What follows belongs to an exercise in optimizing a design on an open flow for a short achievable clock period and few clock cycles per item; a production flow would make more cautious choices.
RTL that was checked went through simulation tests only; none was proved equivalent to the original.
No activity file was given, so power comes from the tool's default toggle rates.

==> exp/garnet: inputs <==
## cpu
module cpu (
   prog_addr, mem_control, equal, mem_addr, mem_data_in, request_rom,
   request_ram,
   clk, rst, opcode, ab_select, op_addr, mem_data_out
   );
==> module cpu, before the edit <==
module cpu (
   prog_addr, mem_control, equal, mem_addr, mem_data_in, request_rom,
   request_ram,
   clk, rst, opcode, ab_select, op_addr, mem_data_out
   );
input clk, rst;
input [3:0] opcode;
input ab_select;
input [7:0] op_addr;
input [7:0] mem_data_out;
output reg [11:0] prog_addr;
output reg mem_control;
output reg equal;
output reg [11:0] mem_addr;
output reg [7:0] mem_data_in;
output reg request_rom, request_ram;
localparam store = 4'b0100;
localparam load  = 4'b0011;
localparam add   = 4'b1001;
localparam sub   = 4'b1010;
localparam and_  = 4'b0010;
localparam or_   = 4'b0001;
localparam equal_op = 4'b0101;
localparam L = 2;        
localparam H = 8 - L;    
function [8:0] carries;
    input [7:0] x, y;
    input sb, cin;
    reg [7:0] yy, g, t;
    reg prod;
    integer i, j, k;
    begin
        yy = y ^ {8{sb}};
        g = x & yy;
        t = x | yy;
        carries = 9'b0;
        carries[0] = cin;
        for (i = 1; i <= 8; i = i + 1) begin
            prod = cin;
            for (j = 0; j < 8; j = j + 1)
                if (j < i) prod = prod & t[j];
            carries[i] = prod;
            for (k = 0; k < 8; k = k + 1) begin
                if (k < i) begin
                    prod = g[k];
                    for (j = 0; j < 8; j = j + 1)
                        if (j > k && j < i) prod = prod & t[j];
                    carries[i] = carries[i] | prod;
                end
            end
        end
    end
endfunction
function [7:0] half;
    input [7:0] x, y;
    input sb, arith, an;
    begin
        half = arith ? ((x ^ {8{sb}}) ^ y) : (an ? (x & y) : (x | y));
    end
endfunction
reg [L-1:0] a_lo, b_lo;
reg [H-1:0] a_hi, b_hi;
reg s1_w, s1_sel, s1_wa, s1_wb, s1_arith, s1_sub, s1_and;
reg s2_wa, s2_wb, s2_la, s2_lb, s2_arith, s2_sub, s2_and, s2_c;
reg st_pend, st_sel;
wire dv     = !equal && !st_pend;
wire is_ld  = (opcode == load);
wire is_st  = (opcode == store);
wire is_alu = (opcode == add) || (opcode == sub) || (opcode == and_) || (opcode == or_);
wire is_eq  = (opcode == equal_op);
wire hazard = dv && is_st && s1_w && (s1_sel == ab_select);
wire [L-1:0] a_lo_eff = s2_la ? mem_data_out[L-1:0] : a_lo;
wire [L-1:0] b_lo_eff = s2_lb ? mem_data_out[L-1:0] : b_lo;
wire [8:0] c_lo = carries({{H{1'b0}}, a_lo_eff}, {{H{1'b0}}, b_lo_eff}, s1_sub, s1_sub);
wire [7:0] u_lo = half({{H{1'b0}}, a_lo_eff}, {{H{1'b0}}, b_lo_eff}, s1_sub, s1_arith, s1_and);
wire [L-1:0] r_lo = u_lo[L-1:0] ^ (c_lo[L-1:0] & {L{s1_arith}});
wire [L-1:0] a_lo_next = s1_wa ? r_lo : a_lo_eff;
wire [L-1:0] b_lo_next = s1_wb ? r_lo : b_lo_eff;
wire [8:0] c_hi = carries({{L{1'b0}}, a_hi}, {{L{1'b0}}, b_hi}, s2_sub, s2_c);
wire [7:0] u_hi8 = half({{L{1'b0}}, a_hi}, {{L{1'b0}}, b_hi}, s2_sub, s2_arith, s2_and);
wire [H-1:0] u0 = u_hi8[H-1:0];
wire [H-1:0] u1 = u0 ^ {H{s2_arith}};
wire [H-1:0] ci = c_hi[H-1:0];
wire [H-1:0] a_hi0 = s2_la ? mem_data_out[7:L] : s2_wa ? u0 : a_hi;
wire [H-1:0] a_hi1 = s2_la ? mem_data_out[7:L] : s2_wa ? u1 : a_hi;
wire [H-1:0] b_hi0 = s2_lb ? mem_data_out[7:L] : s2_wb ? u0 : b_hi;
wire [H-1:0] b_hi1 = s2_lb ? mem_data_out[7:L] : s2_wb ? u1 : b_hi;
wire [H-1:0] a_hi_next = (ci & a_hi1) | (~ci & a_hi0);
wire [H-1:0] b_hi_next = (ci & b_hi1) | (~ci & b_hi0);
wire st_r = st_pend ? st_sel : ab_select;
wire [H-1:0] st_hi0 = st_r ? b_hi0 : a_hi0;
wire [H-1:0] st_hi1 = st_r ? b_hi1 : a_hi1;
always @(posedge clk) begin
    mem_addr    <= st_pend ? mem_addr : {4'b0, op_addr};
    mem_data_in <= {(ci & st_hi1) | (~ci & st_hi0), st_r ? b_lo_eff : a_lo_eff};
    mem_control <= !st_pend && is_ld;
    s1_sel   <= ab_select;
    s1_arith <= opcode[3];
    s1_sub   <= opcode[3] && opcode[1];
    s1_and   <= opcode[1];
    s2_arith <= s1_arith;
    s2_sub   <= s1_sub;
    s2_and   <= s1_and;
    s2_c     <= c_lo[L];
    st_sel   <= ab_select;
    if (!rst) begin
        prog_addr   <= 12'b0;
        request_rom <= 1'b1;
        request_ram <= 1'b0;
        equal <= 1'b0;
        a_lo <= 0;
        a_hi <= 0;
        b_lo <= 0;
        b_hi <= 0;
        s1_w  <= 1'b0;
        s1_wa <= 1'b0;
        s1_wb <= 1'b0;
        s2_wa <= 1'b0;
        s2_wb <= 1'b0;
        s2_la <= 1'b0;
        s2_lb <= 1'b0;
        st_pend <= 1'b0;
    end else begin
        prog_addr   <= hazard ? prog_addr : prog_addr + 12'd1;
        request_rom <= 1'b1;
        request_ram <= (dv && (is_ld || (is_st && !hazard))) || st_pend;
        equal <= equal || (dv && is_eq);
        a_lo <= a_lo_next;
        a_hi <= a_hi_next;
        b_lo <= b_lo_next;
        b_hi <= b_hi_next;
        s1_w  <= dv && (is_alu || is_ld);
        s1_wa <= dv && is_alu && !ab_select;
        s1_wb <= dv && is_alu &&  ab_select;
        s2_wa <= s1_wa;
        s2_wb <= s1_wb;
        s2_la <= s1_w && !s1_wa && !s1_wb && !s1_sel;
        s2_lb <= s1_w && !s1_wa && !s1_wb &&  s1_sel;
        st_pend <= hazard;
    end
end
endmodule
export LEC_CHECK = 0
export ABC_CLOCK_PERIOD_IN_PS = 1500
export CAP_MARGIN = 20
export CORE_MARGIN = 2
export CORE_UTILIZATION = 40
export PLACE_DENSITY = 0.6
export SETUP_SLACK_MARGIN = 2.4
export SLEW_MARGIN = 20
export TNS_END_PERCENT = 100
create_clock -name core_clock -period 4.0 [get_ports {clk}]
run.sh (not shown) runs the stock make flow with config.mk's settings and CLKGATE_MAP_FILE= SYNTH_SCRIPT=/design/flow/synth_recipe.tcl, a recipe that flattens the netlist after the stock synthesis.
==> exp/delta: changes against exp/garnet <==
--- a/flow/design.v
+++ b/flow/design.v
@@ -24,37 +24,36 @@
 localparam L = 2;        
 localparam H = 8 - L;    
-function [8:0] carries;
+function [8:0] slice;    
     input [7:0] x, y;
-    input sb, cin;
-    reg [7:0] yy, g, t;
+    input cin, arith, sb, an;
+    input integer w;
+    reg [7:0] yy, p, g, t;
+    reg [8:0] c;
     reg prod;
     integer i, j, k;
     begin
         yy = y ^ {8{sb}};
-        g = x & yy;
-        t = x | yy;
-        carries = 9'b0;
-        carries[0] = cin;
+        p = x ^ yy;
+        g = x & yy & {8{arith}};
+        t = arith ? p : (an ? (x & y) : (x | y));
+        c = 9'b0;
+        c[0] = cin;
         for (i = 1; i <= 8; i = i + 1) begin
             prod = cin;
             for (j = 0; j < 8; j = j + 1)
-                if (j < i) prod = prod & t[j];
-            carries[i] = prod;
+                if (j < i) prod = prod & p[j];
+            c[i] = prod;
             for (k = 0; k < 8; k = k + 1) begin
                 if (k < i) begin
                     prod = g[k];
                     for (j = 0; j < 8; j = j + 1)
-                        if (j > k && j < i) prod = prod & t[j];
-                    carries[i] = carries[i] | prod;
+                        if (j > k && j < i) prod = prod & p[j];
+                    c[i] = c[i] | prod;
                 end
             end
         end
-    end
-endfunction
-function [7:0] half;
-    input [7:0] x, y;
-    input sb, arith, an;
-    begin
-        half = arith ? ((x ^ {8{sb}}) ^ y) : (an ? (x & y) : (x | y));
+        slice = 9'b0;
+        slice[7:0] = t ^ c[7:0];
+        slice[8] = c[w];
     end
 endfunction
@@ -72,26 +71,19 @@
 wire [L-1:0] a_lo_eff = s2_la ? mem_data_out[L-1:0] : a_lo;
 wire [L-1:0] b_lo_eff = s2_lb ? mem_data_out[L-1:0] : b_lo;
-wire [8:0] c_lo = carries({{H{1'b0}}, a_lo_eff}, {{H{1'b0}}, b_lo_eff}, s1_sub, s1_sub);
-wire [7:0] u_lo = half({{H{1'b0}}, a_lo_eff}, {{H{1'b0}}, b_lo_eff}, s1_sub, s1_arith, s1_and);
-wire [L-1:0] r_lo = u_lo[L-1:0] ^ (c_lo[L-1:0] & {L{s1_arith}});
+wire [8:0] lo = slice({{H{1'b0}}, a_lo_eff}, {{H{1'b0}}, b_lo_eff}, s1_sub, s1_arith, s1_sub, s1_and, L);
+wire [L-1:0] r_lo = lo[L-1:0];
 wire [L-1:0] a_lo_next = s1_wa ? r_lo : a_lo_eff;
 wire [L-1:0] b_lo_next = s1_wb ? r_lo : b_lo_eff;
-wire [8:0] c_hi = carries({{L{1'b0}}, a_hi}, {{L{1'b0}}, b_hi}, s2_sub, s2_c);
-wire [7:0] u_hi8 = half({{L{1'b0}}, a_hi}, {{L{1'b0}}, b_hi}, s2_sub, s2_arith, s2_and);
-wire [H-1:0] u0 = u_hi8[H-1:0];
-wire [H-1:0] u1 = u0 ^ {H{s2_arith}};
-wire [H-1:0] ci = c_hi[H-1:0];
-wire [H-1:0] a_hi0 = s2_la ? mem_data_out[7:L] : s2_wa ? u0 : a_hi;
-wire [H-1:0] a_hi1 = s2_la ? mem_data_out[7:L] : s2_wa ? u1 : a_hi;
-wire [H-1:0] b_hi0 = s2_lb ? mem_data_out[7:L] : s2_wb ? u0 : b_hi;
-wire [H-1:0] b_hi1 = s2_lb ? mem_data_out[7:L] : s2_wb ? u1 : b_hi;
-wire [H-1:0] a_hi_next = (ci & a_hi1) | (~ci & a_hi0);
-wire [H-1:0] b_hi_next = (ci & b_hi1) | (~ci & b_hi0);
+wire [8:0] hi = slice({{L{1'b0}}, a_hi}, {{L{1'b0}}, b_hi}, s2_c, s2_arith, s2_sub, s2_and, H);
+wire [H-1:0] r_hi = hi[H-1:0];
+wire [H-1:0] a_hi_next = s2_la ? mem_data_out[7:L] : s2_wa ? r_hi : a_hi;
+wire [H-1:0] b_hi_next = s2_lb ? mem_data_out[7:L] : s2_wb ? r_hi : b_hi;
 wire st_r = st_pend ? st_sel : ab_select;
-wire [H-1:0] st_hi0 = st_r ? b_hi0 : a_hi0;
-wire [H-1:0] st_hi1 = st_r ? b_hi1 : a_hi1;
+wire st_w  = st_r ? s2_wb : s2_wa;
+wire st_l  = st_r ? s2_lb : s2_la;
+wire [H-1:0] st_hi_old = st_l ? mem_data_out[7:L] : (st_r ? b_hi : a_hi);
 always @(posedge clk) begin
     mem_addr    <= st_pend ? mem_addr : {4'b0, op_addr};
-    mem_data_in <= {(ci & st_hi1) | (~ci & st_hi0), st_r ? b_lo_eff : a_lo_eff};
+    mem_data_in <= {st_w ? r_hi : st_hi_old, st_r ? b_lo_eff : a_lo_eff};
     mem_control <= !st_pend && is_ld;
     s1_sel   <= ab_select;
@@ -102,5 +94,5 @@
     s2_sub   <= s1_sub;
     s2_and   <= s1_and;
-    s2_c     <= c_lo[L];
+    s2_c     <= lo[8];
     st_sel   <= ab_select;
     if (!rst) begin
==> exp/yarrow: changes against exp/garnet <==
==> flow/design.v (replaced) <==
module cpu (
   prog_addr, mem_control, equal, mem_addr, mem_data_in, request_rom,
   request_ram,
   clk, rst, opcode, ab_select, op_addr, mem_data_out
   );
input clk, rst;
input [3:0] opcode;
input ab_select;
input [7:0] op_addr;
input [7:0] mem_data_out;
output reg [11:0] prog_addr;
output reg mem_control;
output reg equal;
output reg [11:0] mem_addr;
output reg [7:0] mem_data_in;
output reg request_rom, request_ram;
localparam store = 4'b0100;
localparam load  = 4'b0011;
localparam add   = 4'b1001;
localparam sub   = 4'b1010;
localparam and_  = 4'b0010;
localparam or_   = 4'b0001;
localparam equal_op = 4'b0101;
localparam L = 2;        
localparam H = 8 - L;    
function [8:0] slice;    
    input [7:0] x, y;
    input cin, arith, sb, an;
    input integer w;
    reg [7:0] yy, p, g, t;
    reg [8:0] c;
    reg prod;
    integer i, j, k;
    begin
        yy = y ^ {8{sb}};
        p = x ^ yy;
        g = x & yy & {8{arith}};
        t = arith ? p : (an ? (x & y) : (x | y));
        c = 9'b0;
        c[0] = cin;
        for (i = 1; i <= 8; i = i + 1) begin
            prod = cin;
            for (j = 0; j < 8; j = j + 1)
                if (j < i) prod = prod & p[j];
            c[i] = prod;
            for (k = 0; k < 8; k = k + 1) begin
                if (k < i) begin
                    prod = g[k];
                    for (j = 0; j < 8; j = j + 1)
                        if (j > k && j < i) prod = prod & p[j];
                    c[i] = c[i] | prod;
                end
            end
        end
        slice = 9'b0;
        slice[7:0] = t ^ c[7:0];
        slice[8] = c[w];
    end
endfunction
reg [L-1:0] a_lo, b_lo;
reg [H-1:0] a_hi, b_hi;
reg s1_wa, s1_wb, s1_la, s1_lb, s1_arith, s1_sub, s1_and, s1_fwd;
reg s2_wa, s2_wb, s2_arith, s2_sub, s2_and, s2_c;
reg s2_la_bus, s2_lb_bus;    
reg s2_la_fwd, s2_lb_fwd;    
reg [7:0] fwd_data;
reg sb_v, sb_new, sb_sel;
reg [7:0] sb_addr, sb_data;
wire dv     = !equal;
wire is_ld  = dv && (opcode == load);
wire is_st  = dv && (opcode == store);
wire is_alu = dv && ((opcode == add) || (opcode == sub) || (opcode == and_) || (opcode == or_));
wire is_eq  = dv && (opcode == equal_op);
wire [L-1:0] a_lo_old = s2_la_fwd ? fwd_data[L-1:0] : a_lo;
wire [L-1:0] b_lo_old = s2_lb_fwd ? fwd_data[L-1:0] : b_lo;
wire [L-1:0] a_lo_eff = s2_la_bus ? mem_data_out[L-1:0] : a_lo_old;
wire [L-1:0] b_lo_eff = s2_lb_bus ? mem_data_out[L-1:0] : b_lo_old;
wire [8:0] lo = slice({{H{1'b0}}, a_lo_eff}, {{H{1'b0}}, b_lo_eff}, s1_sub, s1_arith, s1_sub, s1_and, L);
wire [L-1:0] r_lo = lo[L-1:0];
wire [L-1:0] a_lo_next = s1_wa ? r_lo : a_lo_eff;
wire [L-1:0] b_lo_next = s1_wb ? r_lo : b_lo_eff;
wire [8:0] hi = slice({{L{1'b0}}, a_hi}, {{L{1'b0}}, b_hi}, s2_c, s2_arith, s2_sub, s2_and, H);
wire [H-1:0] r_hi = hi[H-1:0];
wire [H-1:0] a_hi_old = s2_la_fwd ? fwd_data[7:L] : s2_wa ? r_hi : a_hi;
wire [H-1:0] b_hi_old = s2_lb_fwd ? fwd_data[7:L] : s2_wb ? r_hi : b_hi;
wire [H-1:0] a_hi_next = s2_la_bus ? mem_data_out[7:L] : a_hi_old;
wire [H-1:0] b_hi_next = s2_lb_bus ? mem_data_out[7:L] : b_hi_old;
wire [7:0] st_live = sb_sel ? {b_hi_next, b_lo_eff} : {a_hi_next, a_lo_eff};
wire [7:0] sb_cur  = sb_new ? st_live : sb_data;
wire sb_issue = sb_v && !is_ld;
always @(posedge clk) begin
    mem_addr    <= {4'b0, is_ld ? op_addr : sb_addr};
    mem_control <= is_ld;
    mem_data_in <= sb_cur;
    if (sb_new) sb_data <= st_live;
    if (is_st) begin
        sb_addr <= op_addr;
        sb_sel  <= ab_select;
    end
    s1_arith <= opcode[3];
    s1_sub   <= opcode[3] && opcode[1];
    s1_and   <= opcode[1];
    s2_arith <= s1_arith;
    s2_sub   <= s1_sub;
    s2_and   <= s1_and;
    s2_c     <= lo[8];
    fwd_data <= sb_data;
    if (!rst) begin
        prog_addr   <= 12'b0;
        request_rom <= 1'b1;
        request_ram <= 1'b0;
        equal <= 1'b0;
        a_lo <= 0;
        a_hi <= 0;
        b_lo <= 0;
        b_hi <= 0;
        s1_wa <= 1'b0;
        s1_wb <= 1'b0;
        s1_la <= 1'b0;
        s1_lb <= 1'b0;
        s1_fwd <= 1'b0;
        s2_wa <= 1'b0;
        s2_wb <= 1'b0;
        s2_la_bus <= 1'b0;
        s2_lb_bus <= 1'b0;
        s2_la_fwd <= 1'b0;
        s2_lb_fwd <= 1'b0;
        sb_v   <= 1'b0;
        sb_new <= 1'b0;
    end else begin
        prog_addr   <= prog_addr + 12'd1;
        request_rom <= 1'b1;
        request_ram <= is_ld || sb_v;
        equal <= equal || is_eq;
        a_lo <= a_lo_next;
        a_hi <= a_hi_next;
        b_lo <= b_lo_next;
        b_hi <= b_hi_next;
        s1_wa <= is_alu && !ab_select;
        s1_wb <= is_alu &&  ab_select;
        s1_la <= is_ld && !ab_select;
        s1_lb <= is_ld &&  ab_select;
        s1_fwd <= is_ld && sb_v && (op_addr == sb_addr);
        s2_wa <= s1_wa;
        s2_wb <= s1_wb;
        s2_la_bus <= s1_la && !s1_fwd;
        s2_lb_bus <= s1_lb && !s1_fwd;
        s2_la_fwd <= s1_la &&  s1_fwd;
        s2_lb_fwd <= s1_lb &&  s1_fwd;
        sb_v   <= is_st || (sb_v && is_ld);
        sb_new <= is_st;
    end
end
endmodule
==> summary of the runs <==
- The highest fmax belongs to exp/delta, the lowest to exp/yarrow.
- Total power: exp/garnet is smaller than exp/delta (about 0.33%).
- Final area: exp/yarrow > exp/garnet > exp/delta.
- Wire length, lowest first: exp/delta, exp/garnet, exp/yarrow.
- Of exp/yarrow and exp/delta, exp/delta has the higher worst setup slack (gap 0.38 ns).
- Synthesized cell count, highest first: exp/garnet, exp/yarrow, exp/delta.
- Between exp/delta and exp/yarrow, the lower utilization is in exp/yarrow (gap 4.0 points).
==> figures <==
	exp/delta	exp/yarrow	exp/garnet
Run status	finished clean	finished clean	finished clean
Register area share after synthesis	43.8%	47.8%	38.9%
Final GP Congestion	0.796	0.864	0.786
Time the final worst path needs with I/O delays and setup	1.85 ns	2.22 ns	1.96 ns
Cell total after placement	458	570	534
Synthesized area divided by synthesized cell count	9.52 um^2	9.56 um^2	8.48 um^2
Reg power frac	47.0%	51.5%	47.3%
Yosys reg bits	63	84	63
Overall die height	91.5 um	102 um	96.8 um
Horiz. Die Dim	91.5 um	102 um	96.8 um
Die area	0.00838 mm^2	0.0105 mm^2	0.00937 mm^2
Hpwl dp	5200 um	6170 um	5250 um
N_taps	99	129	105
Via-per-instance ratio	5.22	5.11	5.43
Mux contribution to synthesized area	5.47%	6.40%	7.81%
Testbench counts of exp/delta, summed over its fixed seeds: cycles 66,392, instructions 58,115.
For exp/garnet and exp/yarrow, only the layout was checked, not whether the RTL still works.

==> re-timing with driven ports <==
The results above use ideal ports. As a check the final layouts listed here were re-extracted and re-timed, cells and wires unchanged. Step 1 assumes that a clkbuf_16 drives the clock port and a buf_2 every other input. Step 2, shift: input delay + t, output delay - t, t = (earliest + latest rising clock arrival at the registers) / 2. This alone moves slack from input paths to output paths. Slacks: ideal / step 1 / step 2; pairs: ideal / step 1.
| run | shift t [ns] | setup slack, ns | slew at the worst register clock pin (ns) | worst slew at a driven data input, ns |
|---|---|---|---|---|
| exp/garnet | 0.372 | 2.037 / 2.025 / 1.653 | 0.08 / 0.08 | 0.05 |
| exp/delta | 0.358 | 2.155 / 2.155 / 1.884 | 0.07 / 0.07 | 0.06 |
| exp/yarrow | 0.381 | 1.776 / 1.776 / 1.735 | 0.09 / 0.09 | 0.04 |
After both steps every run listed still meets setup and hold. The setup slack of exp/garnet, which loses most, moves by -0.012 ns with the drivers and by -0.384 ns with both steps.
